Context: an optimization exercise on an open-source flow, tuned for small area. The choices shown serve that exercise and are no tape-out recipe. At most, simulation tests tie the RTL to the original design; equivalence was not proved.

==> build 12: inputs <==
==> flow/design.v <==
module golife #(
	parameter SIDEWIDTH = 16
)(
	input  wire clk,
	input  wire rst,
	input  wire load,
	input  wire run,
	input  wire [SIDEWIDTH-1:0][SIDEWIDTH-1:0] ingrid,
	output reg  [SIDEWIDTH-1:0][SIDEWIDTH-1:0] grid
);
    localparam N = SIDEWIDTH;
    wire ld = ~rst & load;
    wire rn = ~rst & ~load & run;
    wire hd = ~rst & ~load & ~run;
    wire [N-1:0][N-1:0] h0, h1;
    wire [N/2-1:0][N-1:0] t0, t1, be, de;
    genvar i, j;
    generate
        for (i = 0; i < N; i = i + 1) begin: row
            for (j = 0; j < N; j = j + 1) begin: col
                gl_fa u_h3(.a(grid[i][(j+N-1)%N]), .b(grid[i][j]), .c(grid[i][(j+1)%N]),
                           .s(h0[i][j]), .co(h1[i][j]));
            end
        end
        for (i = 0; i < N/2; i = i + 1) begin: prow
            for (j = 0; j < N; j = j + 1) begin: pcol
                gl_pair u_t(.a0(h0[2*i][j]), .a1(h1[2*i][j]), .b0(h0[2*i+1][j]), .b1(h1[2*i+1][j]),
                            .rn(rn), .t0(t0[i][j]), .t1(t1[i][j]), .be(be[i][j]), .de(de[i][j]));
            end
        end
        for (i = 0; i < N; i = i + 1) begin: crow
            for (j = 0; j < N; j = j + 1) begin: ccol
                localparam P = i / 2;
                localparam O = (i % 2 == 0) ? (i + N - 1) % N : (i + 1) % N;
                wire d;
                gl_next u_n(.t0(t0[P][j]), .t1(t1[P][j]), .be(be[P][j]), .de(de[P][j]),
                            .h0(h0[O][j]), .h1(h1[O][j]), .g(grid[i][j]), .in(ingrid[i][j]),
                            .ld(ld), .hd(hd), .d(d));
                always @(posedge clk) grid[i][j] <= d;
            end
        end
    endgenerate
endmodule
module gl_fa(input wire a, input wire b, input wire c, output wire s, output wire co);
    assign s = a ^ b ^ c;
    assign co = (a & b) | (a & c) | (b & c);
endmodule
module gl_pair(input wire a0, input wire a1, input wire b0, input wire b1, input wire rn,
               output wire t0, output wire t1, output wire be, output wire de);
    wire cy = a0 & b0;
    wire t2;
    assign t0 = a0 ^ b0;
    gl_fa u_fa(.a(a1), .b(b1), .c(cy), .s(t1), .co(t2));
    assign be = rn & ~t2;
    assign de = rn & ~t0 & (t1 ^ t2);
endmodule
module gl_next(input wire t0, input wire t1, input wire be, input wire de,
               input wire h0, input wire h1, input wire g, input wire in,
               input wire ld, input wire hd, output wire d);
    wire x1 = t1 ^ h1;
    wire x0 = t0 ^ h0;
    assign d = (ld & in) | (hd & g) | (be & x1 & x0) | (g & (h0 ? (x1 & be) : (~x1 & de)));
endmodule
==> flow/flow/run.sh <==
#!/bin/bash
# Own layout flow: the standard ORFS flow, with the port buffers made with the
# smallest buffer cell (buf_1) instead of the one buffer_ports picks by default.
set -euo pipefail
export BUFFER_PORTS_ARGS="-buffer_cell sky130_fd_sc_hd__buf_1"
bash standard.sh > standard_flow.log 2>&1
==> flow/standard.sh <==
#!/bin/bash
# synth_recipe.tcl (not shown) runs the flow's synth.tcl, then flattens the netlist and writes it again
# the make line also repeats each setting of config.mk as NAME=value (left out here)
make -C /OpenROAD-flow-scripts/flow DESIGN_CONFIG=/design/flow/config.mk WORK_HOME=/design/flow/orfs CLKGATE_MAP_FILE= SYNTH_SCRIPT=/design/flow/synth_recipe.tcl "${@:-finish}"
==> flow/config.mk <==
export PLATFORM = sky130hd
export DESIGN_NAME = golife
export DESIGN_NICKNAME = golife
export VERILOG_FILES = /design/flow/design.v
export SDC_FILE = /design/flow/constraint.sdc
export NUM_CORES = 4
export LEC_CHECK = 0
export CAP_MARGIN = 20
export CORE_MARGIN = 2
export CORE_UTILIZATION = 60
export SLEW_MARGIN = 20
export SYNTH_HIERARCHICAL = 1
==> flow/constraint.sdc <==
create_clock -name core_clock -period 5.0 [get_ports {clk}]
set_input_delay 1.0000 -clock core_clock [delete_from_list [all_inputs] [get_ports {clk}]]
set_output_delay 1.0000 -clock core_clock [all_outputs]
set_load 0.01 [all_outputs]
==> trial 66 (differences from build 12) <==
==> flow/design.v, changed modules only <==
module golife #(
	parameter SIDEWIDTH = 16
)(
	clk,
	rst,
	load,
	run,
	ingrid,
	grid
);
    input	wire	clk;
    input	wire	rst;
    input	wire	load;
    input	wire	run;
    input	wire	[SIDEWIDTH-1:0][SIDEWIDTH-1:0]	ingrid;
    output	wire	[SIDEWIDTH-1:0][SIDEWIDTH-1:0]	grid;
    genvar i, j;
    generate
        for (i = 0; i < SIDEWIDTH; i = i + 1) begin: row
            for (j = 0; j < SIDEWIDTH; j = j + 1) begin: column
                game_cell game_cell_inst(
                    .clk(clk),
                    .rst(rst),
                    .load(load),
                    .run(run),
                    .right_upper(grid[(SIDEWIDTH+(i+1))%SIDEWIDTH][(SIDEWIDTH+(j+1))%SIDEWIDTH]),
                    .right      (grid[(SIDEWIDTH+(i  ))%SIDEWIDTH][(SIDEWIDTH+(j+1))%SIDEWIDTH]),
                    .right_lower(grid[(SIDEWIDTH+(i-1))%SIDEWIDTH][(SIDEWIDTH+(j+1))%SIDEWIDTH]),
                    .lower      (grid[(SIDEWIDTH+(i-1))%SIDEWIDTH][(SIDEWIDTH+(j  ))%SIDEWIDTH]),
                    .left_lower (grid[(SIDEWIDTH+(i-1))%SIDEWIDTH][(SIDEWIDTH+(j-1))%SIDEWIDTH]),
                    .left       (grid[(SIDEWIDTH+(i  ))%SIDEWIDTH][(SIDEWIDTH+(j-1))%SIDEWIDTH]),
                    .left_upper (grid[(SIDEWIDTH+(i+1))%SIDEWIDTH][(SIDEWIDTH+(j-1))%SIDEWIDTH]),
                    .upper      (grid[(SIDEWIDTH+(i+1))%SIDEWIDTH][(SIDEWIDTH+(j  ))%SIDEWIDTH]),
                    .self       (grid[(SIDEWIDTH+(i  ))%SIDEWIDTH][(SIDEWIDTH+(j  ))%SIDEWIDTH]),
                    .inself     (ingrid[i][j]));
            end
        end
    endgenerate
endmodule    
module game_cell(
    clk,
    rst,
    load,
    run,
    right_upper,
    right,
    right_lower,
    lower,
    left_lower,
    left,
    left_upper,
    upper,
    self,
    inself
);
    input wire clk;
    input wire rst;
    input wire load;
    input wire run;
    input wire right_upper;
    input wire right;
    input wire right_lower;
    input wire lower;
    input wire left_lower;
    input wire left;
    input wire left_upper;
    input wire upper;
    output reg self;
    input wire inself;
    parameter LIVE = 1'b1;
    parameter DEAD = 1'b0;
    reg state;
    wire [3:0] liveCells;
    assign liveCells = right_upper + right + right_lower + lower + left_lower + left + left_upper + upper;
    always @(posedge clk) begin
        if (rst) begin
            self <= DEAD;
        end
        else begin
            if (load) begin
                self <= inself;
            end
            else if (run) begin
                if (liveCells < 2) begin
                    self <= DEAD;
                end
                else if (liveCells > 3) begin
                    self <= DEAD;
                end
                else if (liveCells == 3) begin
                    self <= LIVE;
                end
            end
        end
    end
endmodule
// module gl_fa removed
// module gl_pair removed
// module gl_next removed
==> flow/run.sh (new file) <==
#!/bin/bash
# synth_recipe.tcl (not shown) runs the flow's synth.tcl, then flattens the netlist and writes it again
# the make line also repeats each setting of config.mk as NAME=value (left out here)
make -C /OpenROAD-flow-scripts/flow DESIGN_CONFIG=/design/flow/config.mk WORK_HOME=/design/flow/orfs CLKGATE_MAP_FILE= SYNTH_SCRIPT=/design/flow/synth_recipe.tcl finish
CORE_UTILIZATION = 40   (was 60)
SYNTH_HIERARCHICAL = not set   (was 1)
removed: flow/flow/run.sh
removed: flow/standard.sh
==> build 44 (differences from build 12) <==
==> flow/design.v, changed modules only <==
module golife #(
	parameter SIDEWIDTH = 16
)(
	input  wire clk,
	input  wire rst,
	input  wire load,
	input  wire run,
	input  wire [SIDEWIDTH-1:0][SIDEWIDTH-1:0] ingrid,
	output reg  [SIDEWIDTH-1:0][SIDEWIDTH-1:0] grid
);
    localparam N = SIDEWIDTH;
    wire [N-1:0][N-1:0] h0, h1;
    wire [N/2-1:0][N-1:0] t0, t1, t2, ty;
    genvar i, j;
    generate
        for (i = 0; i < N; i = i + 1) begin: row
            for (j = 0; j < N; j = j + 1) begin: col
                gl_fa u_h3(.a(grid[i][(j+N-1)%N]), .b(grid[i][j]), .c(grid[i][(j+1)%N]),
                           .s(h0[i][j]), .co(h1[i][j]));
            end
        end
        for (i = 0; i < N/2; i = i + 1) begin: prow
            for (j = 0; j < N; j = j + 1) begin: pcol
                gl_pair u_t(.a0(h0[2*i][j]), .a1(h1[2*i][j]), .b0(h0[2*i+1][j]), .b1(h1[2*i+1][j]),
                            .t0(t0[i][j]), .t1(t1[i][j]), .t2(t2[i][j]), .y(ty[i][j]));
            end
        end
        for (i = 0; i < N; i = i + 1) begin: crow
            for (j = 0; j < N; j = j + 1) begin: ccol
                localparam P = i / 2;
                localparam O = (i % 2 == 0) ? (i + N - 1) % N : (i + 1) % N;
                wire d;
                gl_next u_n(.t0(t0[P][j]), .t1(t1[P][j]), .t2(t2[P][j]), .y(ty[P][j]),
                            .h0(h0[O][j]), .h1(h1[O][j]), .g(grid[i][j]), .in(ingrid[i][j]),
                            .rst(rst), .load(load), .run(run), .d(d));
                always @(posedge clk) grid[i][j] <= d;
            end
        end
    endgenerate
endmodule
module gl_pair(input wire a0, input wire a1, input wire b0, input wire b1,
               output wire t0, output wire t1, output wire t2, output wire y);
    wire cy = a0 & b0;
    assign t0 = a0 ^ b0;
    gl_fa u_fa(.a(a1), .b(b1), .c(cy), .s(t1), .co(t2));
    assign y = t1 ^ t2;
endmodule
module gl_next(input wire t0, input wire t1, input wire t2, input wire y,
               input wire h0, input wire h1, input wire g, input wire in,
               input wire rst, input wire load, input wire run, output wire d);
    wire x1 = t1 ^ h1;
    wire A  = ~t2 & x1;
    wire nxt = h0 ? (A & (~t0 | g)) : (t0 ? A : (g & ~x1 & y));
    assign d = rst ? 1'b0 : load ? in : run ? nxt : g;
endmodule
==> flow/run.sh (new file) <==
#!/bin/bash
# synth_recipe.tcl (not shown) runs the flow's synth.tcl, then flattens the netlist and writes it again
# the make line also repeats each setting of config.mk as NAME=value (left out here)
make -C /OpenROAD-flow-scripts/flow DESIGN_CONFIG=/design/flow/config.mk WORK_HOME=/design/flow/orfs CLKGATE_MAP_FILE= SYNTH_SCRIPT=/design/flow/synth_recipe.tcl finish
removed: flow/flow/run.sh
removed: flow/standard.sh
==> summary.txt <==
met3 WL approximately 9.6 mm; met3 Use GR 0.05871; antenna violations before repair 1; Avg WL per Cell around 22 µm; DP Cell Count roughly 5000; post-synthesis mux area share 0; status no timing/DRC/antenna violations; std cell rows 88; post-route setup slack 2.106 ns; Pre-antenna DRT Iters 5; number of CTS-inserted buffers 36; Clock buffer cells 55
(the above is from build 44)
==> summary.txt <==
status no timing/DRC/antenna violations; post-route setup slack around 1.0 ns; Pre-antenna DRT Iters 7; Distinct cells, synth 26; multi-input logic cell count roughly 3800; met3 Use GR 0.04838; post-synthesis mux area share 0; met3 WL approximately 12 mm; DP Cell Count between 8000 and 9000; number of CTS-inserted buffers 44; Async S/R FF share, synth 0; antenna violations before repair 2
(the above is from trial 66)
==> summary.txt <==
status no timing/DRC/antenna violations; post-route setup slack slightly above 2 ns; Pre-antenna DRT Iters 7; std cell rows 87; met3 Use GR 0.08536; DP Cell Count 4491; post-synthesis mux area share 0.07471; Avg WL per Cell between 20 and 25 µm; antenna violations before repair 28; met3 WL ~8 mm
(the above is from build 12)
No functional check of the RTL was part of build 12.

static timing again, ports no longer ideal:
In the flow no input, the clock included, has a driving cell. The finished layouts below were timed again as built, in two steps. Step 1: set_driving_cell puts a clkbuf_16 on clk and a buf_2 on each other input, an assumption about the parent block. Step 2, shift: input delay + t, output delay - t, t = (earliest + latest rising clock arrival at the registers) / 2. This alone moves slack from input paths to output paths. Three values: ideal ports, drivers, drivers and shift; two values: the first two.
run | t, ns | setup slack, ns | pins driven straight from the clock port
build 12 | 0.633 | 2.059 / 2.059 / 1.756 | 1
trial 66 | 0.688 | 1.020 / 1.020 / 1.020 | 1
build 44 | 0.619 | 2.106 / 2.042 / 2.142 | 1
After both steps setup and hold are still met in every run listed. The setup slack of build 12, which loses most, moves by 0.000 ns with the drivers and by -0.303 ns with both steps.
